Background: an optimization exercise with open tools, aiming at small area, a short achievable clock period and few clock cycles. Do not read the settings as production practice. Function was checked by simulation only, so behaviour that the tests miss may differ from the original. In every run shown here, the design's own scripts or RTL, not TritonCTS, make the clock network. The clock input has no modelled driver; a real chip could not lean on it and would need a root buffer or a full tree. Power figures rest on the tool's default switching activity, not on a simulated workload.

==> flow/design.v <==
`timescale 1ns/10ps
module ELA(clk, rst, in_data, data_rd, req, wen, addr, data_wr, done);
	input				clk;
	input				rst;
	input		[7:0]	in_data;
	input		[7:0]	data_rd;
	output				req;
	output	reg			wen;
	output	reg	[9:0]	addr;
	output	reg	[7:0]	data_wr;
	output	reg			done;
	reg			main, vld, nreq;
	assign req = ~nreq;
	reg			s0, s1, s2;
	reg	[4:0]	k;
	reg	[3:0]	j;
	reg	[7:0]	xr, v, yr, p, q;
	reg	[7:0]	dreg, bd;
	reg	[7:0]	sreg, bs;
	wire [7:0] yn = ~yr;
	wire [7:0] sp = xr ^ yr;	 
	wire [7:0] ep = xr ^ yn;	 
	reg [7:0] sg, sq, eg, eq;	 
	integer l, i, t;
	always @(*) begin
		sg = xr & yr;
		sq = sp;
		eg = xr & yn;
		eq = ep;
		for (l = 0; l < 3; l = l + 1)
			for (i = 0; i < 8; i = i + 1)
				if ((i >> l) & 1) begin
					t = ((i >> (l + 1)) << (l + 1)) + (1 << l) - 1;
					sg[i] = sg[i] | (sq[i] & sg[t]);
					sq[i] = sq[i] & sq[t];
					eg[i] = eg[i] | (eq[i] & eg[t]);
					eq[i] = eq[i] & eq[t];
				end
	end
	wire [8:0] sum = {sg[7], sp ^ {sg[6:0], 1'b0}};
	wire [7:0] e0 = ep ^ {eg[6:0], 1'b0};
	wire [7:0] e1 = ep ^ {eg[6:0] | eq[6:0], 1'b1};
	wire [7:0] dm = eg[7] ? e0 : ~e1;
	wire bzero = &bd;
	wire lt = ~bzero & ((&dreg) | (dreg < bd));
	reg cen;
	wire upd = s1 | (lt & cen);
	wire [4:0] k1 = k + 5'd1;
	always @(posedge clk) begin
		dreg <= dm;
		sreg <= sum[8:1];
		if (upd) begin
			bd <= dreg;
			bs <= sreg;
		end
		if (s0) begin
			xr <= v;
			v <= xr;
		end else if (s1)
			xr <= data_rd;
		if (s0)
			yr <= data_wr;
		else if (s1)
			yr <= q;
		else
			yr <= p;
		if (s1) begin
			p <= yr;
			q <= p;
		end
		cen <= s1 ? (k[4:1] != 4'd0) : s2 ? (k != 5'd1 && k != 5'd2) : 1'b0;
		data_wr <= s1 ? bs : in_data;
		addr[4:0] <= s1 ? k - 5'd2 : k;
		addr[5] <= s1;
		if (!main)
			addr[9:6] <= 4'd0;
		else if (s2)
			addr[9:6] <= j + 4'd1;
		else if (s1 && k[4:1] == 4'd0)
			addr[9:6] <= j - 4'd1;
		else
			addr[9:6] <= j;
	end
	always @(posedge clk or posedge rst) begin
		if (rst) begin
			main <= 1'b0;
			vld <= 1'b0;
			s0 <= 1'b0;
			s1 <= 1'b0;
			s2 <= 1'b0;
			k <= 5'd0;
			j <= 4'd0;
			nreq <= 1'b0;
			wen <= 1'b0;
			done <= 1'b0;
		end else if (done) begin
			nreq <= 1'b1;
			wen <= 1'b0;
		end else if (!main) begin
			vld <= ~nreq;
			if (vld) k <= k1;
			wen <= vld;
			if (vld && k == 5'd31) begin
				main <= 1'b1;
				s2 <= 1'b1;
				nreq <= 1'b1;
			end
		end else begin
			s0 <= s2;
			s1 <= s0;
			s2 <= s1;
			nreq <= ~s0;
			if (s1) begin
				k <= k1;
				if (k == 5'd31) j <= j + 4'd1;
			end
			if (s2) begin
				wen <= (j != 4'd15);
				if (j == 4'd15 && k == 5'd2) begin
					done <= 1'b1;
					main <= 1'b0;
					wen <= 1'b0;
				end
			end else
				wen <= s1;
		end
	end
endmodule
==> flow/flow/run.sh <==
#!/bin/bash
# Own layout flow: the standard ORFS flow (standard.sh), except that
# - the clock tree is built by flow/cts.tcl, a copy of ORFS's cts.tcl whose
#   TritonCTS call is replaced by one level of clock buffers fed by the clock
#   port (manual_clock_tree there);
# - flow/env.sh may set MAKEVARS, extra ORFS variables for the steps after
#   synthesis. Synthesis is the standard one, unchanged.
# Every tool's output goes to a log in this folder.
set -euo pipefail
W=$(pwd)
rm -rf "$W/scripts"
cp -r "$FLOW_HOME/scripts" "$W/scripts"
cp "$W/flow/cts.tcl" "$W/scripts/cts.tcl"
export SCRIPTS_DIR="$W/scripts"
export CLKTREE_NBUF=4
export CLKTREE_BUF=sky130_fd_sc_hd__clkbuf_16
MAKEVARS=()
if [ -f "$W/flow/env.sh" ]; then source "$W/flow/env.sh"; fi
bash standard.sh synth > "$W/flow_synth.log" 2>&1
for step in floorplan place cts finish; do
  bash standard.sh "${MAKEVARS[@]}" $step > "$W/flow_$step.log" 2>&1
done
test -s "$W/out/final.def"
==> flow/flow/cts.tcl <==
utl::set_metrics_stage "cts__{}"
source $::env(SCRIPTS_DIR)/load.tcl
source $::env(SCRIPTS_DIR)/lec_check.tcl
erase_non_stage_variables cts
load_design 3_place.odb 3_place.sdc
source_step_tcl PRE CTS

# Clone clock tree inverters next to register loads
# so cts does not try to buffer the inverted clocks.
repair_clock_inverters

proc save_progress { stage } {
  puts "Run 'make gui_$stage.odb' to load progress snapshot"
  orfs_write_db $::env(RESULTS_DIR)/$stage.odb
  orfs_write_sdc $::env(RESULTS_DIR)/$stage.sdc
}

# Run CTS
set cts_args [list \
  -sink_clustering_enable \
  -repair_clock_nets]

append_env_var cts_args CTS_BUF_DISTANCE -distance_between_buffers 1
append_env_var cts_args CTS_CLUSTER_SIZE -sink_clustering_size 1
append_env_var cts_args CTS_CLUSTER_DIAMETER -sink_clustering_max_diameter 1
append_env_var cts_args CTS_BUF_LIST -buf_list 1
append_env_var cts_args CTS_LIB_NAME -library 1


if { [env_var_exists_and_non_empty CTS_ARGS] } {
  set cts_args $::env(CTS_ARGS)
}

set_dont_use $::env(DONT_USE_CELLS)

proc kmeans_groups { pts nb } {
  set xs [lsort -real [lmap p $pts {lindex $p 0}]]
  set ys [lsort -real [lmap p $pts {lindex $p 1}]]
  set x0 [lindex $xs 0]; set x1 [lindex $xs end]
  set y0 [lindex $ys 0]; set y1 [lindex $ys end]
  set cent {}
  set side [expr {int(ceil(sqrt($nb)))}]
  set rows [expr {int(ceil(double($nb) / $side))}]
  for {set i 0} {$i < $nb} {incr i} {
    set cx [expr {$i % $side}]; set cy [expr {$i / $side}]
    lappend cent [list [expr {$x0 + ($cx + 0.5) / $side * ($x1 - $x0)}] [expr {$y0 + ($cy + 0.5) / $rows * ($y1 - $y0)}]]
  }
  # balanced k-means: no group takes more than its share of the points
  set cap [expr {int(ceil(double([llength $pts]) / $nb))}]
  for {set iter 0} {$iter < 40} {incr iter} {
    set pairs {}
    set n 0
    foreach p $pts {
      for {set i 0} {$i < $nb} {incr i} {
        set c [lindex $cent $i]
        lappend pairs [list [expr {abs([lindex $p 0] - [lindex $c 0]) + abs([lindex $p 1] - [lindex $c 1])}] $n $i]
      }
      incr n
    }
    set grp [lrepeat $nb {}]
    set cnt [lrepeat $nb 0]
    set done [lrepeat [llength $pts] 0]
    foreach pr [lsort -real -index 0 $pairs] {
      lassign $pr d n i
      if {[lindex $done $n] || [lindex $cnt $i] >= $cap} { continue }
      lset done $n 1
      lset cnt $i [expr {[lindex $cnt $i] + 1}]
      lset grp $i [concat [lindex $grp $i] [list [lindex $pts $n]]]
    }
    set newc {}
    for {set i 0} {$i < $nb} {incr i} {
      set g [lindex $grp $i]
      if {[llength $g] == 0} { lappend newc [lindex $cent $i]; continue }
      set sx 0; set sy 0
      foreach p $g { set sx [expr {$sx + [lindex $p 0]}]; set sy [expr {$sy + [lindex $p 1]}] }
      lappend newc [list [expr {double($sx) / [llength $g]}] [expr {double($sy) / [llength $g]}]]
    }
    set cent $newc
  }
  return [list $grp $cent]
}

# Drive each group of iterms (points {x y iterm}) from a new buffer of
# master bufname placed at the group's centre, fed by net src; returns the
# buffers' input points.
proc buffer_groups { grp cent bufname src prefix } {
  set block [ord::get_db_block]
  set master [[ord::get_db] findMaster $bufname]
  set ins {}
  for {set i 0} {$i < [llength $grp]} {incr i} {
    set g [lindex $grp $i]
    if {[llength $g] == 0} { continue }
    set inst [odb::dbInst_create $block $master ${prefix}$i]
    set net [odb::dbNet_create $block clknet_${prefix}$i]
    $net setSigType CLOCK
    foreach p $g { set it [lindex $p 2]; $it disconnect; $it connect $net }
    set c [lindex $cent $i]
    set x [expr {int([lindex $c 0]) - [$master getWidth] / 2}]
    set y [expr {int([lindex $c 1]) - [$master getHeight] / 2}]
    $inst setLocation $x $y
    $inst setPlacementStatus PLACED
    [$inst findITerm A] connect $src
    [$inst findITerm X] connect $net
    lappend ins [list [lindex $c 0] [lindex $c 1] [$inst findITerm A]]
    puts "clock buffer ${prefix}$i ($bufname) drives [llength $g] pins"
  }
  return $ins
}

proc manual_clock_tree { } {
  set block [ord::get_db_block]
  set clknet [[$block findBTerm clk] getNet]
  set pts {}
  foreach it [$clknet getITerms] {
    set b [[$it getInst] getBBox]
    lappend pts [list [expr {([$b xMin] + [$b xMax]) / 2.0}] [expr {([$b yMin] + [$b yMax]) / 2.0}] $it]
  }
  if {[info exists ::env(CLKTREE_LEAF)] && $::env(CLKTREE_LEAF) ne ""} {
    lassign [kmeans_groups $pts $::env(CLKTREE_NLEAF)] grp cent
    set pts [buffer_groups $grp $cent $::env(CLKTREE_LEAF) $clknet clkleaf_]
  }
  lassign [kmeans_groups $pts $::env(CLKTREE_NBUF)] grp cent
  buffer_groups $grp $cent $::env(CLKTREE_BUF) $clknet clkroot_
  set_propagated_clock [all_clocks]
}
manual_clock_tree

utl::push_metrics_stage "cts__{}__pre_repair_timing"
log_cmd estimate_parasitics -placement
if { $::env(DETAILED_METRICS) } {
  report_metrics 4 "cts pre-repair-timing"
}
utl::pop_metrics_stage

set_placement_padding -global \
  -left $::env(CELL_PAD_IN_SITES_DETAIL_PLACEMENT) \
  -right $::env(CELL_PAD_IN_SITES_DETAIL_PLACEMENT)

set result [catch { detailed_placement } msg]
if { $result != 0 } {
  save_progress 4_1_error
  error "Detailed placement failed in CTS: $msg"
}

log_cmd estimate_parasitics -placement

if { $::env(CTS_SNAPSHOTS) } {
  save_progress 4_1_pre_repair_hold_setup
}

if { !$::env(SKIP_CTS_REPAIR_TIMING) } {
  if { $::env(EQUIVALENCE_CHECK) } {
    write_eqy_verilog 4_before_rsz.v
  }
  if { $::env(LEC_CHECK) } {
    write_lec_verilog 4_before_rsz_lec.v
  }

  repair_timing_helper

  if { $::env(EQUIVALENCE_CHECK) } {
    run_equivalence_test
  }
  if { $::env(LEC_CHECK) } {
    write_lec_verilog 4_after_rsz_lec.v
    run_lec_test 4_rsz 4_before_rsz_lec.v 4_after_rsz_lec.v
  }

  set result [catch { detailed_placement } msg]
  if { $result != 0 } {
    save_progress 4_1_error
    error "Detailed placement failed in CTS: $msg"
  }

  check_placement -verbose
}

report_metrics 4 "cts final"

source_step_tcl POST CTS

orfs_write_db $::env(RESULTS_DIR)/4_1_cts.odb
orfs_write_sdc $::env(RESULTS_DIR)/4_cts.sdc
==> flow/flow/env.sh <==
export BUFFER_PORTS_ARGS="-buffer_cell sky130_fd_sc_hd__buf_1"
==> flow/standard.sh <==
#!/bin/bash
# synth_recipe.tcl (not shown) runs the flow's synth.tcl, then flattens the netlist and writes it again
# the make line also repeats each setting of config.mk as NAME=value (left out here)
make -C /OpenROAD-flow-scripts/flow DESIGN_CONFIG=/design/flow/config.mk WORK_HOME=/design/flow/orfs CLKGATE_MAP_FILE= SYNTH_SCRIPT=/design/flow/synth_recipe.tcl "${@:-finish}"
==> flow/config.mk <==
export PLATFORM = sky130hd
export DESIGN_NAME = ELA
export DESIGN_NICKNAME = ELA
export VERILOG_FILES = /design/flow/design.v
export SDC_FILE = /design/flow/constraint.sdc
export NUM_CORES = 8
export LEC_CHECK = 0
export CAP_MARGIN = 20
export CORE_MARGIN = 2
export CORE_UTILIZATION = 40
export SETUP_SLACK_MARGIN = 2.9
export SLEW_MARGIN = 20
==> flow/constraint.sdc <==
create_clock -name core_clock -period 5.0 [get_ports {clk}]
set_input_delay 1.0000 -clock core_clock [delete_from_list [all_inputs] [get_ports {clk}]]
set_output_delay 1.0000 -clock core_clock [all_outputs]
set_load 0.01 [all_outputs]
==> out/results.tsv, run 1 <==
metric	value	unit
yosys_register_bits	108	
end_kind	register	
seq_area	2740	um^2
worstRegToRegCells	11	
post_drt_wl_per_cell	14.6	um
io_buffers	38	
outcome	no timing/DRC/antenna violations	
placed_cells	551	
grt_pass1_wl	13700	um
rsz0062_at_grt	yes	
synth_xor_area_frac	0.0425	
num_vias	2773	
layout.nets	476	
synth_top_family_by_area	adder cells	
netlist_area	4740	um^2
start_kind	register	
initialDrtViolationCount	117	
post-synth-top-area-fraction	0.304	
critical_path_class	register to register	
place_area	5020	um^2
synth_nets	436	
dr.pass1.iters	6	
synthAdderAreaFrac	0.110	
grt_start_max_net_pins	37	
p_per_area	292	nW/um^2
synthMuxAreaShare	0.0771	
ios	39	
fin_crit	2.09	ns
diodes	0	
report.final.slew_viol_count	0	
synthToLayoutAreaGrowth	10.6	%
die_area	12700	um^2
hold_depth	0	
synth_compound_area_frac	0.0747	
die_w	113	um
synth_edf_count	48	
drt_wl_total	8180	um
relSlewSlack	0.541	
clkSlewWorstSetupHoldPaths	0.10	ns
fin_setup_tns	0	ns
clk_latency	0.16	ns
period_share	0.418	
rows	39	
grt-ovfl-total	0	
dp_hpwl	5850	um
fin_util	0.457	
fill_cells	1059	
cts_hold_buf	0	
ant_nets	0	
clock.fmax	479	MHz
grt_usage	0.128	
synth_area_leaders	edfxtp_1 (30%), dfxtp_1 (18%), dfrtp_1 (9.0%), ha_1 (8.4%), mux2_2 (4.8%)	
cp_max_fo	3	
clock_skew	0.00749	ns
synthTopCellsByCount	edfxtp_1 (48), dfxtp_1 (43), inv_1 (36), ha_1 (32), nor2_1 (26)	
avgSynthCellArea	12.5	um^2
yosysSeqAreaShare	0.576	
synthDistinctLibCells	50	
timing.final.hold_violations	0	
fin_cells	561	
stdcell_area	5240	um^2
worst_pin_slew	0.688	ns
peakVddDrop	0.238	mV
synth-async-reset-ratio	0.157	
antenna_found_initial	0	
maxCapViolCount	0	
worstPathArrival	2.14	ns
p_leak	2.15	nW
synth_warnings	1	
coreArea	11500	um^2
synth_top_flop_cell	edfxtp_1	
setup_viol_count_final	0	
grt_pass1_vias	2778	
via_per_inst	4.94	
synth_simple_gate_area_frac	0.0782	
netlist_instances	380	
holdCritPathClass	register to register	
initial_core_util	0.413	
yosysMostFrequentCell	edfxtp_1	
synth_top_area_cell	edfxtp_1	
multiInputGateArea	1870	um^2
die_y	113	um
drc_errors	0	
post_route_cells_drive_above_1_share	0.139	
gp_congestion	0.862	
cp_data_required_time	5.05	ns
## placed cells by master, fill, tap and decap left out, types with 6 or more instances in the layout
master	n
buf_1	38
o21ai_0	13
nand2_1	19
nor2_1	25
inv_1	34
dfxtp_1	41
nand3_1	6
a21oi_1	12
xnor2_1	16
nand4_1	9
xor2_1	7
mux2i_1	14
mux2_2	20
dfrtp_1	16
ha_1	29
edfxtp_1	48
buf_4	6
## area by class of cell
cell class / instances / area share
multi-input cells: 223 / 0.356
plain buffers: 4 / 0.0191
repair buffers: 46 / 0.0418
flip-flops and latches: 108 / 0.522
well taps: 143 / 0.0341
inverters: 37 / 0.0265
## critical path, cell delays in order, from the launching register on
cell	delay, ns
edfxtp_1	0.36
buf_4	0.12
ha_4	0.13
inv_2	0.03
fa_2	0.35
nand3b_1	0.18
nand2_2	0.09
inv_2	0.06
fa_2	0.33
o21ai_1	0.08
mux2i_1	0.09
xor2_1	0.15
## cell families (layout without fill, tap and decap cells)
group                      after synthesis  count (layout)
AOI/OAI and AO/OA                       51              51
and+or+nand+nor                         77              77
buffers and inverters                   49              87
adders and majority gates               38              38
DFF                                    108             108
muxes                                   34              34
xor gates and xnor gates                23              23
## metrics by stage
step                      hold slack [ns]  total power, W  setup slack [ns]
after global placement              0.389         0.00116              2.80
after floorplan                     0.386         0.00112              2.91
final                               0.414         0.00153              2.91
after CTS                           0.413         0.00152              2.91
after global routing                0.417         0.00160              2.83
after detailed placement            0.391         0.00116              2.76
## power by group
part	total (W)	internal [W]	switching (W)
logic	0.000160	0.0000722	0.0000878
registers	0.00101	0.000982	0.0000278
clock network	0.000360	0.000148	0.000212
total	0.00153	0.00120	0.000328
## registers in the layout, summed over array words and instances (netlist names), 4 cells and up
name     flops
addr        10
bd           8
bs           8
data_wr      8
dreg         8
j            4
k            5
p            8
q            8
sreg         8
v            8
xr           8
yr           8
## final timing paths
kind,startpoint,endpoint,slack (ns)
setup / recovery,xr[0],dreg[5],2.91
hold / removal,sreg[4],bs[4],0.41
setup reg to reg,xr[0],dreg[5],2.91
hold reg to reg,sreg[4],bs[4],0.41
max in group asynchronous,rst,s1,3.60
min in group asynchronous,rst,wen,0.90
## routing by layer
metal / global-route usage / wire (um) / share of wire / vias to the layer above
li1: - / - / - / 1387
met1: 0.175 / 3790 / 0.46 / 1325
met2: 0.232 / 4020 / 0.49 / 53
met3: 0.00750 / 254 / 0.031 / 8
met4: 0.0171 / 126 / 0.015 / 0
met5: 0 / 0 / 0 / -
## what timing repair did
action | CTS | global route
endpoints found under the hold margin | 0 | 0
setup endpoints to repair | 20 | 24
setup buffers | 2 | 4
pin swaps | 1 | 5
gates resized for setup | 4 | 17
Testbench counts, summed over its fixed seeds: cycles 47,392.
==> run 2: changes to the inputs <==
==> flow/flow/env.sh (replaced) <==
export BUFFER_PORTS_ARGS="-buffer_cell sky130_fd_sc_hd__buf_4"
==> run 2 against run 1 <==
Compared with the run above:
- maximum frequency fell by 0.33%
- area after synthesis unchanged
- flip-flop and latch count unchanged
- design area up 2.1%
- sequential share of layout area is 1.2 points lower
- wire length down 3.2%
- via count down 0.40%
- still clean
- register-to-register slack barely moved
- combinational power hardly changed
- hold slack got worse by 0.0015 ns
- critical path type unchanged
==> out/results.tsv, run 2 <==
metric	value	unit	change
outcome	no timing/DRC/antenna violations		unchanged
drt_wl_total	7920	um	was 8180 um
yosys_register_bits	108		unchanged
synth_edf_count	48		unchanged
antenna_found_initial	0		unchanged
yosysSeqAreaShare	0.576		unchanged
placed_cells	551		unchanged
cp_data_required_time	5.06	ns	was 5.05 ns
maxCapViolCount	0		unchanged
cts_hold_buf	0		unchanged
synth_simple_gate_area_frac	0.0782		unchanged
clkSlewWorstSetupHoldPaths	0.11	ns	was 0.10 ns
period_share	0.419		was 0.418
die_area	12700	um^2	unchanged
multiInputGateArea	1840	um^2	was 1870 um^2
layout.nets	476		unchanged
seq_area	2730	um^2	was 2740 um^2
initialDrtViolationCount	114		was 117
post_drt_wl_per_cell	14.1	um	was 14.6 um
synth_compound_area_frac	0.0747		unchanged
diodes	0		unchanged
relSlewSlack	0.565		was 0.541
synth_top_flop_cell	edfxtp_1		unchanged
io_buffers	38		unchanged
synth_warnings	1		unchanged
report.final.slew_viol_count	0		unchanged
coreArea	11500	um^2	unchanged
synthMuxAreaShare	0.0771		unchanged
dr.pass1.iters	4		was 6
p_per_area	286	nW/um^2	was 292 nW/um^2
post-synth-top-area-fraction	0.304		unchanged
worstPathArrival	2.16	ns	was 2.14 ns
synth_top_family_by_area	adder cells		unchanged
regMostFlops	addr		unchanged
via_per_inst	4.92		was 4.94
post_route_cells_drive_above_1_share	0.222		was 0.139
p_leak	2.29	nW	was 2.15 nW
clock_skew	0.0134	ns	was 0.00749 ns
initial_core_util	0.413		unchanged
clk_latency	0.17	ns	was 0.16 ns
synth_xor_area_frac	0.0425		unchanged
fin_setup_tns	0	ns	unchanged
rows	39		unchanged
netlist_area	4740	um^2	unchanged
synth_top_area_cell	edfxtp_1		unchanged
synthDistinctLibCells	50		unchanged
grt_usage	0.123		was 0.128
holdCritPathClass	register to register		unchanged
synthTopCellsByCount	edfxtp_1 (48), dfxtp_1 (43), inv_1 (36), ha_1 (32), nor2_1 (26)		unchanged
dp_hpwl	5820	um	was 5850 um
grt_pass1_vias	2726		was 2,778
layout_common_cells	edfxtp_1 (48), buf_4 (45), dfxtp_1 (41), inv_1 (34), ha_1 (29)		was edfxtp_1 (48), dfxtp_1 (41), buf_1 (38), inv_1 (34), ha_1 (29)
synth_area_leaders	edfxtp_1 (30%), dfxtp_1 (18%), dfrtp_1 (9.0%), ha_1 (8.4%), mux2_2 (4.8%)		unchanged
yosysMostFrequentCell	edfxtp_1		unchanged
start_kind	register		unchanged
grt_pass1_wl	13200	um	was 13,700 um
synth-async-reset-ratio	0.157		unchanged
synthAdderAreaFrac	0.110		unchanged
timing.final.hold_violations	0		unchanged
rsz0062_at_grt	yes		unchanged
synth_nets	436		unchanged
place_ws	2.75	ns	was 2.76 ns
grt_start_max_net_pins	33		was 37
fill_cells	1069		was 1,059
fin_crit	2.10	ns	was 2.09 ns
peakVddDrop	0.203	mV	was 0.238 mV
die_w	113	um	unchanged
setup_viol_count_final	0		unchanged
grt-ovfl-total	0		unchanged
setup_ws	2.90	ns	was 2.91 ns
die_y	113	um	unchanged
mostFrequentLayoutCell	edfxtp_1		unchanged
netlist_instances	380		unchanged
largest_register_ffs	10		unchanged
fin_cells	561		unchanged
avgSynthCellArea	12.5	um^2	unchanged
finalPower	0.00153	W	about the same
synthToLayoutAreaGrowth	12.9	%	was 10.6%
drc_errors	0		unchanged
num_vias	2762		was 2,773
ios	39		unchanged
gp_congestion	0.857		was 0.862
fin_util	0.466		was 0.457
ant_nets	0		unchanged
critical_path_class	register to register		unchanged
cp_max_fo	4		was 3
end_kind	register		unchanged
worst_pin_slew	0.652	ns	was 0.688 ns
clock.fmax	477	MHz	was 479 MHz
run 2: path summary, 6_finish.rpt:
path                            startpoint  slack [ns]       to  depth (start not counted)
worst max-delay path                 yr[0]        2.90  dreg[5]                         11
worst min-delay path               sreg[0]        0.41    bs[0]                          0
worst max register to register       yr[0]        2.90  dreg[5]                         11
worst min register to register     sreg[0]        0.41    bs[0]                          0
max in group asynchronous              rst        3.62       s1                          2
min in group asynchronous              rst        0.92      wen                          2
run 2: routing by layer:
layer,routed length [um],vias up,global-route usage
met5,0,-,0
met4,160,0,0.0211
met3,247,9,0.00696
met2,3880,46,0.226
met1,3640,1320,0.165
li1,-,1387,-
run 2: area by class of cell:
cell class / instances / area share
Timing Repair Buffer: 46 / 0.0669
Multi-Input combinational cell: 223 / 0.344
Buffer: 4 / 0.0187
Sequential cell: 108 / 0.511
Tap cell: 143 / 0.0335
Inverter: 37 / 0.0260
run 2: report_power, final:
part,switching (W),internal [W],total [W]
clock network,0.000211,0.000148,0.000359
registers,0.0000277,0.000982,0.00101
logic,0.0000832,0.0000760,0.000159
total,0.000322,0.00121,0.00153
run 2: repair_timing:
| item | CTS | global route |
|---|---|---|
| endpoints found under the hold margin | 0 | 0 |
| pin swaps | 1 | 6 |
| endpoints found under the setup margin | 18 | 22 |
| buffers inserted | 3 | 3 |
| gates resized for setup | 3 | 11 |
run 2: stage by stage:
stage	hold WS [ns]	instance area [um^2]
final	0.412	5350
after global routing	0.419	5350
after CTS	0.415	5290
after detailed placement	0.390	5160
after global placement	0.388	5160
after floorplan	0.386	4740
run 2: worst max-delay path: stages, from the launching register on:
cell	delay, ns
dfxtp_2	0.35
inv_2	0.05
ha_2	0.16
inv_2	0.04
fa_2	0.40
nand3b_1	0.18
nand2_2	0.09
inv_2	0.06
fa_2	0.34
o21ai_1	0.08
mux2i_1	0.10
xor2_1	0.15
run 2: kinds of logic (layout without fill, tap and decap cells):
kind of cell	after synthesis	after routing
muxes	34	34
xor gates and xnor gates	23	23
adders and majority gates	38	38
DFF	108	108
and+or+nand+nor	77	77
buffers and inverters	49	87
AOI/OAI and AO/OA	51	51
==> run 3: changes to the inputs <==
==> flow/flow/env.sh (replaced) <==
export BUFFER_PORTS_ARGS="-buffer_cell sky130_fd_sc_hd__buf_2"
--- a/flow/config.mk
+++ b/flow/config.mk
@@ -8,5 +8,5 @@
 export CAP_MARGIN = 20
 export CORE_MARGIN = 2
 export CORE_UTILIZATION = 40
-export SETUP_SLACK_MARGIN = 2.9
+export SETUP_SLACK_MARGIN = 2.95
 export SLEW_MARGIN = 20
==> run 3 against run 2 <==
Compared with the run above:
- wire length down 1.5%
- power up 0.27%
- die area unchanged
- hold slack better by 0.0047 ns
- clock power about the same
- maximum frequency up 5.9%
- register-to-register slack better by 0.12 ns
- core utilization down 0.39 points
- synthesized cell count unchanged
- global-route usage up 0.080 points
- largest power group unchanged
==> out/results.tsv, run 3 <==
metric	value	unit	change
rows	39		unchanged
fin_crit	1.98	ns	was 2.10 ns
cpMostUsedCell	fa_2		was inv_2
gp_congestion	0.841		was 0.857
synth-async-reset-ratio	0.157		unchanged
grt-ovfl-total	0		unchanged
grtUsageMet3	0.00750		was 0.00696
multiInputGateArea	1860	um^2	was 1840 um^2
io_buffers	38		unchanged
cp_max_fo	3		was 4
rsz0062_at_grt	yes		unchanged
relSlewSlack	0.553		was 0.565
worstRegToRegCells	10		was 11
holdCritPathClass	register to register		unchanged
worstSetupStartpoint	xr[0]		was yr[0]
post_route_cells_drive_above_1_share	0.235		was 0.222
diodes	0		unchanged
period_share	0.396		was 0.419
crit_path_cell_trace	ha_1 > inv_1 > fa_2 > nand3b_1 > nand2_2 > inv_2 > fa_2 > o21ai_0 > mux2i_1 > xor2_1		was inv_2 > ha_2 > inv_2 > fa_2 > nand3b_1 > nand2_2 > inv_2 > fa_2 > o21ai_1 > mux2i_1 > xor2_1
mostFrequentLayoutCell	edfxtp_1		unchanged
synth_nets	436		unchanged
clk_latency	0.17	ns	about the same
cp_data_required_time	5.06	ns	about the same
synth_top_flop_cell	edfxtp_1		unchanged
clock_skew	0.0118	ns	was 0.0134 ns
crit_family	adder cells		unchanged
critical_path_buf_inv_count	2		was 3
p_leak	2.28	nW	was 2.29 nW
synthToLayoutAreaGrowth	11.9	%	was 12.9%
critical_path_class	register to register		unchanged
worst_pin_slew	0.669	ns	was 0.652 ns
grt_util_met2	0.204		was 0.226
netlist_instances	380		unchanged
grt_usage	0.124		was 0.123
setup_viol_count_final	0		unchanged
initialDrtViolationCount	126		was 114
synth_edf_count	48		unchanged
use_met1	0.191		was 0.165
r2r_start	xr[0]		was yr[0]
clkSlewWorstSetupHoldPaths	0.11	ns	about the same
maxCapViolCount	0		unchanged
avgSynthCellArea	12.5	um^2	unchanged
seq_area	2740	um^2	was 2730 um^2
post_drt_wl_per_cell	13.8	um	was 14.1 um
via_per_inst	4.96		was 4.92
grt_start_max_net_pins	37		was 33
synth_top_area_cell	edfxtp_1		unchanged
outcome	no timing/DRC/antenna violations		unchanged
start_kind	register		unchanged
worstPathArrival	2.04	ns	was 2.16 ns
place_area	5070	um^2	was 5160 um^2
hold_depth	0		unchanged
yosys_register_bits	108		unchanged
fill_cells	1052		was 1,069
num_vias	2797		was 2,762
stdcell_area	5300	um^2	was 5350 um^2
regMostFlops	addr		unchanged
ff2ff_setup_slack	3.02	ns	was 2.90 ns
critical_path.slowest_cell	edfxtp_1		was fa_2
dp_hpwl	5580	um	was 5820 um
layout_common_cells	edfxtp_1 (48), dfxtp_1 (40), buf_2 (38), inv_1 (36), ha_1 (31)		was edfxtp_1 (48), buf_4 (45), dfxtp_1 (41), inv_1 (34), ha_1 (29)
grt_pass1_wl	13300	um	was 13,200 um
end_kind	register		unchanged
layout.nets	479		was 476
synthDistinctLibCells	50		unchanged
synthTopCellsByCount	edfxtp_1 (48), dfxtp_1 (43), inv_1 (36), ha_1 (32), nor2_1 (26)		unchanged
netlist_area	4740	um^2	unchanged
yosysSeqAreaShare	0.576		unchanged
report.final.slew_viol_count	0		unchanged
drc_errors	0		unchanged
timing.final.hold_violations	0		unchanged
clock.fmax	505	MHz	was 477 MHz
drt_wl_total	7800	um	was 7920 um
die_y	113	um	unchanged
yosysMostFrequentCell	edfxtp_1		unchanged
grt_pass1_vias	2685		was 2,726
p_per_area	289	nW/um^2	was 286 nW/um^2
synth_area_leaders	edfxtp_1 (30%), dfxtp_1 (18%), dfrtp_1 (9.0%), ha_1 (8.4%), mux2_2 (4.8%)		unchanged
cts_hold_buf	0		unchanged
peakVddDrop	0.196	mV	was 0.203 mV
finalPower	0.00153	W	about the same
antenna_found_initial	0		unchanged
die_w	113	um	unchanged
grt.busiest_layer	met2		unchanged
ios	39		unchanged
fin_setup_tns	0	ns	unchanged
worst-path-stages	10		was 11
cpPeakStageDelay	0.37	ns	was 0.40 ns
dr.pass1.iters	4		unchanged
die_area	12700	um^2	unchanged
ant_nets	0		unchanged
synth_warnings	1		unchanged
post-synth-top-area-fraction	0.304		unchanged
hold_start	sreg[0]		unchanged
coreArea	11500	um^2	unchanged
initial_core_util	0.413		unchanged
largest_register_ffs	10		unchanged
-- run 3: cell types whose count changed in the layout (fill, tap and decap cells not counted), moves of 2 or more --
cell,before,now
buf_2,0,38
buf_4,45,9
a21oi_1,12,10
a21oi_2,2,4
ha_1,29,31
ha_2,3,1
inv_1,34,36
inv_2,3,1
-- run 3: where the power goes --
group | total, W | switching, W | internal [W]
clock | 0.000358 | 0.000211 | 0.000148
sequential | 0.00101 | 0.0000269 | 0.000982
combinational | 0.000165 | 0.0000876 | 0.0000773
total | 0.00153 | 0.000325 | 0.00121
-- run 3: stage by stage --
step           hold slack [ns]  setup WS [ns]  utilization  std cells
3_5_place_dp             0.392           2.68        0.442        551
2_1_floorplan            0.386           2.97            -        380
4_1_cts                  0.419           2.93        0.456        561
5_1_grt                  0.431           2.91        0.463        564
3_3_place_gp             0.388           2.82        0.442        551
6_report                 0.417           3.02        0.463        564
-- run 3: per-layer routing --
| layer | vias up | routed length (um) |
|---|---|---|
| li1 | 1387 | - |
| met1 | 1354 | 3900 |
| met2 | 47 | 3570 |
| met3 | 9 | 232 |
| met4 | 0 | 97 |
| met5 | - | 0 |
-- run 3: final cells by class --
cell class	instances	share of cell area
Sequential cell	108	0.516
Multi-Input combinational cell	223	0.351
Timing Repair Buffer	49	0.0545
Tap cell	143	0.0337
Inverter	37	0.0262
Buffer	4	0.0189
-- run 3: kinds of logic (layout without fill, tap and decap cells) --
family | count (synthesis) | in the layout | share of synthesized area
AOI/OAI and AO/OA | 51 | 51 | 0.0747
xor gates and xnor gates | 23 | 23 | 0.0425
adders and majority gates | 38 | 38 | 0.110
buffers and inverters | 49 | 90 | 0.0420
DFF | 108 | 108 | 0.576
muxes | 34 | 34 | 0.0771
and+or+nand+nor | 77 | 77 | 0.0782
-- run 3: timing repair --
item	CTS	global route
gates resized for setup	4	13
gates cloned	0	0
setup buffers	6	3
pin swaps	3	4
setup endpoints to repair	20	28
-- run 3: path summary, 6_finish.rpt --
check / endpoint
min in group asynchronous: done
setup reg to reg: dreg[5]
setup / recovery: dreg[5]
max in group asynchronous: s1
hold / removal: bs[0]
hold reg to reg: bs[0]
==> run 4: changes to the inputs <==
--- a/flow/config.mk
+++ b/flow/config.mk
@@ -8,5 +8,5 @@
 export CAP_MARGIN = 20
 export CORE_MARGIN = 2
 export CORE_UTILIZATION = 40
-export SETUP_SLACK_MARGIN = 2.95
+export SETUP_SLACK_MARGIN = 2.9
 export SLEW_MARGIN = 20
==> run 4 against run 3 <==
Compared with the run above:
- core utilization down 0.60 points
- hold slack worse by 0.0040 ns
- largest power group unchanged
- maximum frequency down 2.9%
- via count down 2.2%
- global-route usage up 0.45 points
- cell count down 0.89%
==> out/results.tsv, run 4 <==
metric	value	unit	change
fin_util	0.457		was 0.463
fin_crit	2.04	ns	was 1.98 ns
synthTopCellsByCount	edfxtp_1 (48), dfxtp_1 (43), inv_1 (36), ha_1 (32), nor2_1 (26)		unchanged
coreArea	11500	um^2	unchanged
yosysMostFrequentCell	edfxtp_1		unchanged
cp_max_fo	3		unchanged
synth-async-reset-ratio	0.157		unchanged
num_vias	2735		was 2,797
grt_pass1_wl	13600	um	was 13,300 um
yosys_register_bits	108		unchanged
end_kind	register		unchanged
layout_common_cells	edfxtp_1 (48), dfxtp_1 (40), buf_2 (38), inv_1 (36), ha_1 (30)		was edfxtp_1 (48), dfxtp_1 (40), buf_2 (38), inv_1 (36), ha_1 (31)
holdCritPathClass	register to register		unchanged
gp_congestion	0.847		was 0.841
synth_top_area_cell	edfxtp_1		unchanged
place_area	5060	um^2	was 5070 um^2
initial_core_util	0.413		unchanged
critical_path.slowest_cell	fa_1		was edfxtp_1
placed_cells	551		unchanged
avgSynthCellArea	12.5	um^2	unchanged
synthToLayoutAreaGrowth	10.5	%	was 11.9%
synth_nets	436		unchanged
setup_viol_count_final	0		unchanged
outcome	no timing/DRC/antenna violations		unchanged
die_y	113	um	unchanged
die_w	113	um	unchanged
rows	39		unchanged
peakVddDrop	0.214	mV	was 0.196 mV
period_share	0.408		was 0.396
p_leak	2.25	nW	was 2.28 nW
synth_edf_count	48		unchanged
synth_warnings	1		unchanged
dr.pass1.iters	4		unchanged
layout.nets	474		was 479
fin_setup_tns	0	ns	unchanged
clock_skew	0.0134	ns	was 0.0118 ns
finalPower	0.00153	W	about the same
worst_pin_slew	0.653	ns	was 0.669 ns
stdcell_area	5240	um^2	was 5300 um^2
ant_nets	0		unchanged
post_route_cells_drive_above_1_share	0.216		was 0.235
dp_hpwl	5980	um	was 5580 um
critical_path_class	register to register		unchanged
grt_pass1_vias	2757		was 2,685
clk_latency	0.17	ns	about the same
cpPeakStageDelay	0.40	ns	was 0.37 ns
mostFrequentLayoutCell	edfxtp_1		unchanged
synthDistinctLibCells	50		unchanged
regMostFlops	addr		unchanged
diodes	0		unchanged
grt_start_max_net_pins	37		unchanged
worstPathArrival	2.09	ns	was 2.04 ns
ios	39		unchanged
post-synth-top-area-fraction	0.304		unchanged
io_buffers	38		unchanged
synth_area_leaders	edfxtp_1 (30%), dfxtp_1 (18%), dfrtp_1 (9.0%), ha_1 (8.4%), mux2_2 (4.8%)		unchanged
initialDrtViolationCount	127		was 126
report.final.slew_viol_count	0		unchanged
drc_errors	0		unchanged
synth_top_flop_cell	edfxtp_1		unchanged
start_kind	register		unchanged
grt-ovfl-total	0		unchanged
post_drt_wl_per_cell	14.8	um	was 13.8 um
cpMostUsedCell	o21bai_1		was fa_2
via_per_inst	4.89		was 4.96
crit_path_cell_trace	buf_4 > ha_1 > inv_1 > fa_1 > o21bai_1 > a221oi_1 > o21bai_1 > a21oi_2 > xor2_1		was ha_1 > inv_1 > fa_2 > nand3b_1 > nand2_2 > inv_2 > fa_2 > o21ai_0 > mux2i_1 > xor2_1
yosysSeqAreaShare	0.576		unchanged
die_area	12700	um^2	unchanged
relSlewSlack	0.564		was 0.553
rsz0062_at_grt	yes		unchanged
clkSlewWorstSetupHoldPaths	0.10	ns	was 0.11 ns
netlist_instances	380		unchanged
p_per_area	291	nW/um^2	was 289 nW/um^2
drt_wl_total	8280	um	was 7800 um
antenna_found_initial	0		unchanged
largest_register_ffs	10		unchanged
grt_usage	0.129		was 0.124
clock.fmax	491	MHz	was 505 MHz
maxCapViolCount	0		unchanged
netlist_area	4740	um^2	unchanged
cp_data_required_time	5.05	ns	was 5.06 ns
timing.final.hold_violations	0		unchanged
fin_cells	559		was 564
[run 4: cell counts after synthesis]
No cell type changed its count.
[run 4: cell families after synthesis]
| group | after synthesis | synth area share |
|---|---|---|
| XOR/XNOR | 23 | 0.0425 |
| AND/OR/NAND/NOR | 77 | 0.0782 |
| flip-flops | 108 | 0.576 |
| AO/OA/AOI/OAI | 51 | 0.0747 |
| buffers and inverters | 49 | 0.0420 |
| multiplexers | 34 | 0.0771 |
| adder cells (fa/ha/maj) | 38 | 0.110 |
[run 4: per-layer routing]
layer | vias up | track usage | wire (um)
met5 | - | 0 | 0
met1 | 1306 | 0.176 | 3930
met4 | 0 | 0.0163 | 119
met3 | 7 | 0.00857 | 258
li1 | 1378 | - | -
met2 | 44 | 0.233 | 3980
[run 4: per-stage QoR]
| stage | setup slack [ns] | hold WS (ns) |
|---|---|---|
| 2_1_floorplan | 2.91 | 0.386 |
| 3_3_place_gp | 2.81 | 0.389 |
| 3_5_place_dp | 2.77 | 0.392 |
| 4_1_cts | 2.91 | 0.406 |
| 5_1_grt | 2.84 | 0.427 |
| 6_report | 2.96 | 0.413 |
[run 4: report_power, final]
group	leakage, nW	switching [W]	total (W)	internal, W
combinational	1.17	0.0000835	0.000152	0.0000683
clock	0.0493	0.000217	0.000365	0.000148
sequential	1.03	0.0000268	0.00101	0.000982
total	2.25	0.000327	0.00153	0.00120
[run 4: final timing paths]
kind,start,to,slack [ns],depth (start not counted)
worst min-delay path,sreg[6],bs[6],0.41,0
worst max-delay path,xr[0],sreg[6],2.96,9
max in group asynchronous,rst,s1,3.61,2
worst max register to register,xr[0],sreg[6],2.96,9
min in group asynchronous,rst,k[4],0.91,2
worst min register to register,sreg[6],bs[6],0.41,0
[run 4: timing repair]
action | in CTS | in global routing
buffers inserted | 2 | 2
hold buffers | 0 | 0
pin swaps | 1 | 3
endpoints found under the setup margin | 22 | 26
resized for setup | 3 | 10
[run 4: critical path: cells and delay by family (launching register included)]
kind | cells | cell delay [ns]
xor gates and xnor gates | 1 | 0.15
adders and majority gates | 2 | 0.54
AOI/OAI and AO/OA | 4 | 0.71
buffers and inverters | 2 | 0.17
DFF | 1 | 0.36
[run 4: area by class of cell]
type	count	area (um^2)
plain buffers	4	100
fillers	1048	6230
inverters	37	139
multi-input cells	223	1830
flip-flops and latches	108	2740
well taps	143	179
repair buffers	44	251
==> run 5: changes to the inputs <==
--- a/flow/config.mk
+++ b/flow/config.mk
@@ -7,6 +7,6 @@
 export LEC_CHECK = 0
 export CAP_MARGIN = 20
 export CORE_MARGIN = 2
-export CORE_UTILIZATION = 40
-export SETUP_SLACK_MARGIN = 2.9
+export CORE_UTILIZATION = 35
+export SETUP_SLACK_MARGIN = 3.0
 export SLEW_MARGIN = 20
==> run 5 against run 4 <==
Compared with the run above:
- still clean
- die area grew 14%
- design area rose by 2.6%
- worst setup slack got worse by 0.066 ns
- clock power up 2%
- combinational power increased by about 20%
- global-route usage decreased by 1.2 points
- flip-flop and latch count is the same
- register-to-register slack worse by 0.07 ns
- power rose by 2.4%
- wire length grew 3.5%
- maximum frequency decreased by 3.2%
- largest cell class unchanged
- largest power group unchanged
==> out/results.tsv, run 5 <==
metric	value	unit	change
clkSlewWorstSetupHoldPaths	0.12	ns	was 0.10 ns
mostFrequentLayoutCell	edfxtp_1		unchanged
critical_path.slowest_cell	edfxtp_1		was fa_1
yosys_register_bits	108		unchanged
rows	42		was 39
crit_path_cell_trace	ha_2 > inv_2 > fa_2 > nand3b_1 > nand2_2 > inv_2 > fa_2 > o21ai_2 > mux2i_1 > xor2_1		was buf_4 > ha_1 > inv_1 > fa_1 > o21bai_1 > a221oi_1 > o21bai_1 > a21oi_2 > xor2_1
drt_wl_total	8570	um	was 8280 um
period_share	0.421		was 0.408
synth_top_area_cell	edfxtp_1		unchanged
critical_path_class	register to register		unchanged
stdcell_area	5370	um^2	was 5240 um^2
synthTopCellsByCount	edfxtp_1 (48), dfxtp_1 (43), inv_1 (36), ha_1 (32), nor2_1 (26)		unchanged
via_per_inst	4.74		was 4.89
cpPeakStageDelay	0.42	ns	was 0.40 ns
fin_crit	2.10	ns	was 2.04 ns
report.final.slew_viol_count	0		unchanged
synthDistinctLibCells	50		unchanged
initialDrtViolationCount	127		unchanged
maxCapViolCount	0		unchanged
layout.nets	479		was 474
ant_nets	0		unchanged
p_leak	2.29	nW	was 2.25 nW
place_area	5110	um^2	was 5060 um^2
netlist_area	4740	um^2	unchanged
regMostFlops	addr		unchanged
yosysSeqAreaShare	0.576		unchanged
coreArea	13200	um^2	was 11,500 um^2
cp_max_fo	4		was 3
ios	39		unchanged
cts_hold_buf	0		unchanged
avgSynthCellArea	12.5	um^2	unchanged
synth_edf_count	48		unchanged
rsz0062_at_grt	yes		unchanged
grt_pass1_vias	2865		was 2,757
clock_skew	0.0188	ns	was 0.0134 ns
antenna_found_initial	0		unchanged
crit_family	adder cells		was compound AO/OA/AOI/OAI gates
start_kind	register		unchanged
clk_latency	0.17	ns	about the same
synth_area_leaders	edfxtp_1 (30%), dfxtp_1 (18%), dfrtp_1 (9.0%), ha_1 (8.4%), mux2_2 (4.8%)		unchanged
post_drt_wl_per_cell	14.4	um	was 14.8 um
initial_core_util	0.358		was 0.413
p_per_area	291	nW/um^2	about the same
die_y	120	um	was 113 um
gp_congestion	0.861		was 0.847
timing.final.hold_violations	0		unchanged
synth-async-reset-ratio	0.157		unchanged
post-synth-top-area-fraction	0.304		unchanged
synthToLayoutAreaGrowth	13.3	%	was 10.5%
diodes	0		unchanged
post_route_cells_drive_above_1_share	0.247		was 0.216
drc_errors	0		unchanged
fin_setup_tns	0	ns	unchanged
synth_warnings	1		unchanged
layout_common_cells	edfxtp_1 (48), dfxtp_1 (41), buf_2 (38), inv_1 (35), ha_1 (29)		was edfxtp_1 (48), dfxtp_1 (40), buf_2 (38), inv_1 (36), ha_1 (30)
critical_path_buf_inv_count	2		unchanged
outcome	no timing/DRC/antenna violations		unchanged
worst_pin_slew	0.651	ns	was 0.653 ns
setup_viol_count_final	0		unchanged
worstPathArrival	2.16	ns	was 2.09 ns
die_w	120	um	was 113 um
synth_top_flop_cell	edfxtp_1		unchanged
largest_register_ffs	10		unchanged
holdCritPathClass	register to register		unchanged
clock.fmax	475	MHz	was 491 MHz
grt-ovfl-total	0		unchanged
end_kind	register		unchanged
synth_nets	436		unchanged
grt_start_max_net_pins	49		was 37
io_buffers	38		unchanged
grt_usage	0.117		was 0.129
netlist_instances	380		unchanged
grt_pass1_wl	14000	um	was 13,600 um
relSlewSlack	0.566		was 0.564
yosysMostFrequentCell	edfxtp_1		unchanged
peakVddDrop	0.151	mV	was 0.214 mV
num_vias	2830		was 2,735
cp_data_required_time	5.05	ns	about the same
die_area	14500	um^2	was 12,700 um^2
dr.pass1.iters	4		unchanged
dp_hpwl	5980	um	about the same
==> run 5: cell counts after synthesis <==
Identical to the previous run, type by type.
==> run 5: path summary, 6_finish.rpt <==
path / startpoint / endpoint / slack [ns] / cells after the start
max: xr[0] / dreg[5] / 2.90 / 10
min: sreg[5] / bs[5] / 0.41 / 0
max reg2reg: xr[0] / dreg[5] / 2.90 / 10
min reg2reg: sreg[5] / bs[5] / 0.41 / 0
max in group asynchronous: rst / s1 / 3.64 / 2
min in group asynchronous: rst / j[3] / 0.89 / 2
==> run 5: layer usage <==
metal  vias up  track usage  part of all wire
met4         0       0.0145             0.015
li1       1394            -                 -
met3        10      0.00943             0.032
met1      1382        0.150              0.44
met5         -            0                 0
met2        44        0.220              0.51
==> run 5: final cells by class <==
type / instances / area [um^2]
fill: 1302 / 7870
inverter: 37 / 139
buffer: 4 / 100
timing repair buffer: 49 / 309
tap: 176 / 220
multi-input combinational: 223 / 1870
sequential: 108 / 2730
==> run 5: per-stage QoR <==
stage	power, W	hold WS [ns]	std cells	util	setup WS (ns)
6_report	0.00156	0.406	597	0.406	2.90
5_1_grt	0.00164	0.402	597	0.406	2.76
2_1_floorplan	0.00112	0.386	380	-	2.97
4_1_cts	0.00157	0.395	596	0.402	2.83
3_5_place_dp	0.00117	0.389	584	0.386	2.65
3_3_place_gp	0.00116	0.387	584	0.386	2.80
==> run 5: timing repair <==
| action | CTS | global route |
|---|---|---|
| setup endpoints to repair | 22 | 25 |
| buffers inserted | 8 | 1 |
| pin swaps | 11 | 6 |
| gates resized for setup | 8 | 13 |
==> run 5: logic make-up after synthesis <==
| logic type | after synthesis | share of synthesized area |
|---|---|---|
| multiplexers | 34 | 0.0771 |
| AO/OA/AOI/OAI | 51 | 0.0747 |
| AND/OR/NAND/NOR | 77 | 0.0782 |
| flip-flops | 108 | 0.576 |
| buffers and inverters | 49 | 0.0420 |
| XOR/XNOR | 23 | 0.0425 |
| adder cells (fa/ha/maj) | 38 | 0.110 |
==> run 5: power by group <==
group          total [W]  switching (W)  internal [W]
logic           0.000182      0.0000947     0.0000869
registers        0.00101      0.0000270      0.000982
clock network   0.000372       0.000223      0.000148
total            0.00156       0.000345       0.00122
==> run 6: changes to the inputs <==
--- a/flow/design.v
+++ b/flow/design.v
@@ -9,9 +9,10 @@
 	output	reg	[9:0]	addr;
 	output	reg	[7:0]	data_wr;
 	output	reg			done;
-	reg			main, vld, nreq;
+	reg			nreq;
 	assign req = ~nreq;
 	reg			s0, s1, s2;
+	wire		main = s0 | s1 | s2;
 	reg	[4:0]	k;
 	reg	[3:0]	j;
 	reg	[7:0]	xr, v, yr, p, q;
@@ -83,12 +84,10 @@
 	end
 	always @(posedge clk or posedge rst) begin
 		if (rst) begin
-			main <= 1'b0;
-			vld <= 1'b0;
 			s0 <= 1'b0;
 			s1 <= 1'b0;
 			s2 <= 1'b0;
-			k <= 5'd0;
+			k <= 5'd31;
 			j <= 4'd0;
 			nreq <= 1'b0;
 			wen <= 1'b0;
@@ -97,11 +96,9 @@
 			nreq <= 1'b1;
 			wen <= 1'b0;
 		end else if (!main) begin
-			vld <= ~nreq;
-			if (vld) k <= k1;
-			wen <= vld;
-			if (vld && k == 5'd31) begin
-				main <= 1'b1;
+			k <= k1;
+			wen <= 1'b1;
+			if (wen && k == 5'd31) begin
 				s2 <= 1'b1;
 				nreq <= 1'b1;
 			end
@@ -118,7 +115,7 @@
 				wen <= (j != 4'd15);
 				if (j == 4'd15 && k == 5'd2) begin
 					done <= 1'b1;
-					main <= 1'b0;
+					s0 <= 1'b0;
 					wen <= 1'b0;
 				end
 			end else
--- a/flow/config.mk
+++ b/flow/config.mk
@@ -7,6 +7,6 @@
 export LEC_CHECK = 0
 export CAP_MARGIN = 20
 export CORE_MARGIN = 2
-export CORE_UTILIZATION = 35
-export SETUP_SLACK_MARGIN = 3.0
+export CORE_UTILIZATION = 40
+export SETUP_SLACK_MARGIN = 2.9
 export SLEW_MARGIN = 20
==> run 6 against run 5 <==
Compared with the run above:
- die area down 14%
- synthesized cell count fell by 1.1%
- flip-flop and latch count decreased by 2
- still clean
- critical endpoint unchanged
- sequential power hardly changed
- largest power group unchanged
- worst setup slack better by 0.052 ns
- combinational power fell by 23%
- critical path type unchanged
- hold slack gained 0.0059 ns
- register-to-register slack better by 0.05 ns
- via count shrank 0.85%
==> out/results.tsv, run 6 <==
metric	value	unit	change
outcome	no timing/DRC/antenna violations		unchanged
post_drt_wl_per_cell	14.6	um	was 14.4 um
ant_nets	0		unchanged
end_kind	register		unchanged
drt_wl_total	8170	um	was 8570 um
die_w	112	um	was 120 um
avgSynthCellArea	12.3	um^2	was 12.5 um^2
post-synth-top-area-fraction	0.311		was 0.304
start_kind	register		unchanged
stdcell_area	5250	um^2	was 5370 um^2
holdCritPathClass	register to register		unchanged
synth_top_area_cell	edfxtp_1		unchanged
synth_area_leaders	edfxtp_1 (31%), dfxtp_1 (19%), ha_1 (8.6%), dfrtp_1 (5.4%), mux2_2 (4.6%)		was edfxtp_1 (30%), dfxtp_1 (18%), dfrtp_1 (9.0%), ha_1 (8.4%), mux2_2 (4.8%)
initial_core_util	0.408		was 0.358
fin_util	0.462		was 0.406
crit_path_cell_trace	inv_2 > ha_2 > inv_2 > fa_2 > o21ai_4 > inv_2 > fa_2 > o21ai_1 > mux2i_1 > xor2_1		was ha_2 > inv_2 > fa_2 > nand3b_1 > nand2_2 > inv_2 > fa_2 > o21ai_2 > mux2i_1 > xor2_1
peakVddDrop	0.179	mV	was 0.151 mV
yosysMostFrequentCell	edfxtp_1		unchanged
fin_crit	2.05	ns	was 2.10 ns
grt_start_max_net_pins	49		unchanged
clk_latency	0.16	ns	was 0.17 ns
fin_setup_tns	0	ns	unchanged
rsz0062_at_grt	yes		unchanged
intPower	0.00118	W	was 0.00122 W
clkSlewWorstSetupHoldPaths	0.10	ns	was 0.12 ns
synth-async-reset-ratio	0.142		was 0.157
via_per_inst	5.02		was 4.74
swShare	0.208		was 0.221
fill_cells	1044		was 1,302
die_area	12500	um^2	was 14,500 um^2
power_frac_comb	0.094		was 0.116
regMostFlops	addr		unchanged
cpMostUsedCell	inv_2		
p_per_area	285	nW/um^2	was 291 nW/um^2
synth_edf_count	48		unchanged
report.final.slew_viol_count	0		unchanged
synth_warnings	1		unchanged
synthDistinctLibCells	46		was 50
grt_pass1_vias	2809		was 2,865
synth_top_flop_cell	edfxtp_1		unchanged
place_area	4970	um^2	was 5110 um^2
setup_viol_count_final	0		unchanged
clock_skew	0.00803	ns	was 0.0188 ns
diodes	0		unchanged
layout_common_cells	edfxtp_1 (48), dfxtp_1 (40), buf_2 (38), inv_1 (34), ha_1 (29)		was edfxtp_1 (48), dfxtp_1 (41), buf_2 (38), inv_1 (35), ha_1 (29)
pwr-share-seq	0.668		was 0.646
cp_data_required_time	5.05	ns	about the same
synthTopCellsByCount	edfxtp_1 (48), dfxtp_1 (43), inv_1 (36), ha_1 (32), nand2_1 (27)		was edfxtp_1 (48), dfxtp_1 (43), inv_1 (36), ha_1 (32), nor2_1 (26)
post_route_cells_drive_above_1_share	0.252		was 0.247
layout.nets	474		was 479
cp_max_fo	4		unchanged
drc_errors	0		unchanged
crit_family	adder cells		unchanged
io_buffers	38		unchanged
largest_register_ffs	10		unchanged
setup_ws	2.95	ns	was 2.90 ns
cpPeakStageDelay	0.41	ns	was 0.42 ns
ios	39		unchanged
rows	39		was 42
period_share	0.410		was 0.421
netlist_instances	376		was 380
place_ws	2.64	ns	was 2.65 ns
ff2ff_setup_slack	2.95	ns	was 2.90 ns
p_switching	0.000310	W	was 0.000345 W
synthToLayoutAreaGrowth	13.1	%	was 13.3%
grt_pass1_wl	13800	um	was 14,000 um
antenna_found_initial	0		unchanged
yosysSeqAreaShare	0.579		was 0.576
critical_path_class	register to register		unchanged
p_leak	2.26	nW	was 2.29 nW
dp_hpwl	5820	um	was 5980 um
cts_hold_buf	0		unchanged
clock.fmax	487	MHz	was 475 MHz
mostFrequentLayoutCell	edfxtp_1		unchanged
dr.pass1.iters	4		unchanged
num_vias	2806		was 2,830
netlist_area	4640	um^2	was 4740 um^2
worstPathArrival	2.10	ns	was 2.16 ns
maxCapViolCount	0		unchanged
grt_usage	0.129		was 0.117
yosys_register_bits	106		was 108
critical_path_buf_inv_count	3		was 2
gp_congestion	0.835		was 0.861
coreArea	11400	um^2	was 13,200 um^2
die_y	112	um	was 120 um
synth_nets	432		was 436
worst_pin_slew	0.626	ns	was 0.651 ns
relSlewSlack	0.583		was 0.566
grt-ovfl-total	0		unchanged
power_frac_clock	0.238		about the same
timing.final.hold_violations	0		unchanged
initialDrtViolationCount	145		was 127
critical_path.slowest_cell	fa_2		was edfxtp_1
run 6: path summary, 6_finish.rpt:
check	start	to	cells past startpoint
worst max-delay path	yr[0]	dreg[5]	10
worst min-delay path	sreg[0]	bs[0]	0
worst max register to register	yr[0]	dreg[5]	10
worst min register to register	sreg[0]	bs[0]	0
max in group asynchronous	rst	s1	2
min in group asynchronous	rst	wen	2
run 6: power groups by stage:
stage / registers, W / clock network (W) / logic [W]
after global routing: 0.00101 / 0.000403 / 0.000157
after global placement: 0.00102 / 0 / 0.000121
after detailed placement: 0.00102 / 0 / 0.000128
final: 0.000998 / 0.000355 / 0.000140
after floorplan: 0.00100 / 0 / 0.0000949
after CTS: 0.00100 / 0.000369 / 0.000129
run 6: cell families after synthesis:
family | count (synthesis) | share of synthesized area
flops | 106 | 0.579
fa+ha+maj | 38 | 0.112
buf+inv | 48 | 0.0402
xor+xnor | 21 | 0.0397
simple gates | 73 | 0.0726
mux | 33 | 0.0774
compound gates | 57 | 0.0793
run 6: area by class of cell:
| type | count | area (um^2) | area share |
|---|---|---|---|
| plain buffers | 4 | 100 | 0.0191 |
| inverters | 37 | 139 | 0.0265 |
| multi-input cells | 222 | 1850 | 0.353 |
| flip-flops and latches | 106 | 2700 | 0.514 |
| well taps | 143 | 179 | 0.0341 |
| repair buffers | 47 | 283 | 0.0539 |
run 6: routing by layer:
layer  part of all wire  vias to the layer above  track usage
met3              0.032                        8      0.00871
li1                   -                     1382            -
met2               0.45                       45        0.213
met1               0.50                     1371        0.195
met4              0.014                        0       0.0156
met5                  0                        -            0
run 6: what timing repair did:
item                                    4_1_cts  5_1_grt
endpoints found under the setup margin       22       23
setup buffers                                 4        4
cloned                                        0        0
resized for setup                             7       23
pin swaps                                     2        5
run 6: per-stage QoR:
stage	cells	hold slack, ns	power, W
floorplan	376	0.386	0.00110
global route	559	0.425	0.00157
finish	559	0.412	0.00149
CTS	555	0.414	0.00150
detailed placement	547	0.390	0.00115
global placement	547	0.389	0.00114
Testbench counts of run 6, summed over its fixed seeds: cycles 47,392.
==> run 7: changes to the inputs <==
--- a/flow/config.mk
+++ b/flow/config.mk
@@ -8,5 +8,5 @@
 export CAP_MARGIN = 20
 export CORE_MARGIN = 2
 export CORE_UTILIZATION = 40
-export SETUP_SLACK_MARGIN = 2.9
+export SETUP_SLACK_MARGIN = 3.0
 export SLEW_MARGIN = 20
==> run 7 against run 6 <==
Compared with the run above:
- core utilization increased by 0.32 points
- critical path depth decreased by 1
- power decreased by 0.34%
- first-iteration DRC count decreased by 39%
- clock skew decreased by 0.00070 ns
- wire length decreased by 1.7%
- flip-flop and latch count unchanged
==> out/results.tsv, run 7 <==
metric	value	unit	change
outcome	no timing/DRC/antenna violations		unchanged
synthToLayoutAreaGrowth	13.9	%	was 13.1%
netlist_area	4640	um^2	unchanged
initialDrtViolationCount	88		was 145
synth_top_area_cell	edfxtp_1		unchanged
stdcell_area	5280	um^2	was 5250 um^2
fill_cells	1045		was 1,044
start_kind	register		unchanged
synth_nets	432		unchanged
grt_usage	0.125		was 0.129
grt-ovfl-total	0		unchanged
diodes	0		unchanged
critical_path_class	register to register		unchanged
cp_max_fo	3		was 4
cts_hold_buf	0		unchanged
mostFrequentLayoutCell	edfxtp_1		unchanged
synth_edf_count	48		unchanged
seq_area	2700	um^2	about the same
yosys_register_bits	106		unchanged
coreArea	11400	um^2	unchanged
dp_hpwl	5620	um	was 5820 um
synth_top_flop_cell	edfxtp_1		unchanged
yosysMostFrequentCell	edfxtp_1		unchanged
fin_crit	2.02	ns	was 2.05 ns
largest_register_ffs	10		unchanged
cp_data_required_time	5.05	ns	about the same
ant_nets	0		unchanged
clock.fmax	496	MHz	was 487 MHz
p_per_area	282	nW/um^2	was 285 nW/um^2
rows	39		unchanged
avgSynthCellArea	12.3	um^2	unchanged
grt_start_max_net_pins	49		unchanged
clkSlewWorstSetupHoldPaths	0.09	ns	was 0.10 ns
synth_area_leaders	edfxtp_1 (31%), dfxtp_1 (19%), ha_1 (8.6%), dfrtp_1 (5.4%), mux2_2 (4.6%)		unchanged
synthDistinctLibCells	46		unchanged
layout_common_cells	edfxtp_1 (48), dfxtp_1 (39), buf_2 (38), inv_1 (34), ha_1 (27)		was edfxtp_1 (48), dfxtp_1 (40), buf_2 (38), inv_1 (34), ha_1 (29)
layout.nets	481		was 474
multiInputGateArea	1860	um^2	was 1850 um^2
worst_pin_slew	0.626	ns	about the same
setup_viol_count_final	0		unchanged
worstPathArrival	2.06	ns	was 2.10 ns
post_drt_wl_per_cell	14.2	um	was 14.6 um
post_route_cells_drive_above_1_share	0.277		was 0.252
hold_slack	0.413	ns	was 0.412 ns
report.final.slew_viol_count	0		unchanged
clock_skew	0.00732	ns	was 0.00803 ns
initial_core_util	0.408		unchanged
placed_cells	547		unchanged
clk_latency	0.16	ns	about the same
post-synth-top-area-fraction	0.311		unchanged
die_w	112	um	unchanged
fin_setup_tns	0	ns	unchanged
dr.pass1.iters	4		unchanged
io_buffers	38		unchanged
place_area	4970	um^2	about the same
rsz0062_at_grt	yes		unchanged
grt_pass1_vias	2672		was 2,809
synth-async-reset-ratio	0.142		unchanged
drt_wl_total	8030	um	was 8170 um
peakVddDrop	0.156	mV	was 0.179 mV
grtUsageMet3	0.00762		was 0.00871
die_area	12500	um^2	unchanged
p_leak	2.28	nW	was 2.26 nW
relSlewSlack	0.582		was 0.583
antenna_found_initial	0		unchanged
num_vias	2782		was 2,806
grt_util_met2	0.209		was 0.213
netlist_instances	376		unchanged
period_share	0.403		was 0.410
via_per_inst	4.92		was 5.02
ios	39		unchanged
yosysSeqAreaShare	0.579		unchanged
synth_warnings	1		unchanged
end_kind	register		unchanged
synthTopCellsByCount	edfxtp_1 (48), dfxtp_1 (43), inv_1 (36), ha_1 (32), nand2_1 (27)		unchanged
holdCritPathClass	register to register		unchanged
die_y	112	um	unchanged
regMostFlops	addr		unchanged
grt.busiest_layer	met2		unchanged
timing.final.hold_violations	0		unchanged
use_met1	0.186		was 0.195
gp_congestion	0.842		was 0.835
maxCapViolCount	0		unchanged
fin_cells	566		was 559
grt_pass1_wl	13100	um	was 13,800 um
drc_errors	0		unchanged
==> run 7: cell type report <==
type                            count  share of cell area
Multi-Input combinational cell    222               0.351
Sequential cell                   106               0.510
Tap cell                          143              0.0339
Timing Repair Buffer               54              0.0594
Buffer                              4              0.0189
Inverter                           37              0.0263
==> run 7: per-layer routing <==
metal	routed length (um)	up-vias	part of all wire
li1	-	1393	-
met1	3990	1340	0.50
met2	3700	40	0.46
met3	231	9	0.029
met4	116	0	0.014
met5	0	-	0
==> run 7: stage by stage <==
step	total power (W)	utilization	setup WS, ns
3_3_place_gp	0.00114	0.437	2.81
2_1_floorplan	0.00110	-	3.01
5_1_grt	0.00156	0.465	2.87
3_5_place_dp	0.00114	0.437	2.76
4_1_cts	0.00150	0.454	2.94
6_report	0.00149	0.465	2.98
==> run 7: final timing paths <==
| check | cells past startpoint | startpoint | slack, ns | endpoint |
|---|---|---|---|---|
| worst max register to register | 9 | xr[0] | 2.98 | dreg[5] |
| min in group asynchronous | 2 | rst | 0.89 | s1 |
| worst max-delay path | 9 | xr[0] | 2.98 | dreg[5] |
| worst min register to register | 0 | sreg[4] | 0.41 | bs[4] |
| worst min-delay path | 0 | sreg[4] | 0.41 | bs[4] |
| max in group asynchronous | 2 | rst | 3.68 | s1 |
==> run 7: logic make-up (layout without fill, tap and decap cells) <==
family,Yosys count,after routing,share of synthesized area
muxes,33,33,0.0774
DFF,106,106,0.579
AOI/OAI and AO/OA,57,57,0.0793
and+or+nand+nor,73,73,0.0726
buffers and inverters,48,95,0.0402
xor gates and xnor gates,21,21,0.0397
adders and majority gates,38,38,0.112
==> run 7: where the power goes <==
part           total, W  internal (W)  switching (W)
clock network  0.000349      0.000147       0.000202
registers      0.000999      0.000965      0.0000338
logic          0.000141     0.0000728      0.0000679
==> run 7: worst max-delay path, cell delays in order, from the launching register on <==
cell and delay (ns):
edfxtp_1 0.40, ha_2 0.19, inv_2 0.04, fa_2 0.36, o21ai_4 0.18, inv_2 0.08
fa_2 0.36, o21ai_2 0.07, mux2i_1 0.09, xor2_1 0.14
==> run 7: repair_timing <==
item	in CTS	in global routing
endpoints found under the hold margin	0	0
resized for setup	11	23
endpoints found under the setup margin	34	27
pin swaps	3	9
buffers inserted	8	7

re-timing with driven ports:
Ports are ideal in the flow. The routed layouts listed here were re-timed in OpenROAD. Step 1, drivers: a clkbuf_16 drives clk and a buf_2 each remaining input, both assumed. Step 2 also shifts input and output timing later by t, the mid clock arrival at the registers, as if the neighbouring blocks saw the same clock. Three values: ideal ports, drivers, drivers and shift; two values: the first two.
| run | t, ns | setup WS [ns] | latest minus earliest clock arrival (ns) | worst slew at a driven data input, ns |
|---|---|---|---|---|
| run 1 | 0.236 | 2.911 / 2.911 / 2.911 | 0.008 / 0.009 | 0.04 |
| run 2 | 0.237 | 2.904 / 2.904 / 2.904 | 0.014 / 0.014 | 0.04 |
| run 3 | 0.239 | 3.021 / 3.022 / 3.022 | 0.014 / 0.014 | 0.04 |
| run 4 | 0.242 | 2.962 / 2.962 / 2.962 | 0.015 / 0.014 | 0.04 |
| run 5 | 0.244 | 2.895 / 2.895 / 2.895 | 0.021 / 0.021 | 0.04 |
| run 6 | 0.234 | 2.948 / 2.948 / 2.948 | 0.008 / 0.008 | 0.04 |
| run 7 | 0.236 | 2.984 / 2.984 / 2.984 | 0.007 / 0.008 | 0.04 |
After both steps setup and hold are still met in every run listed.
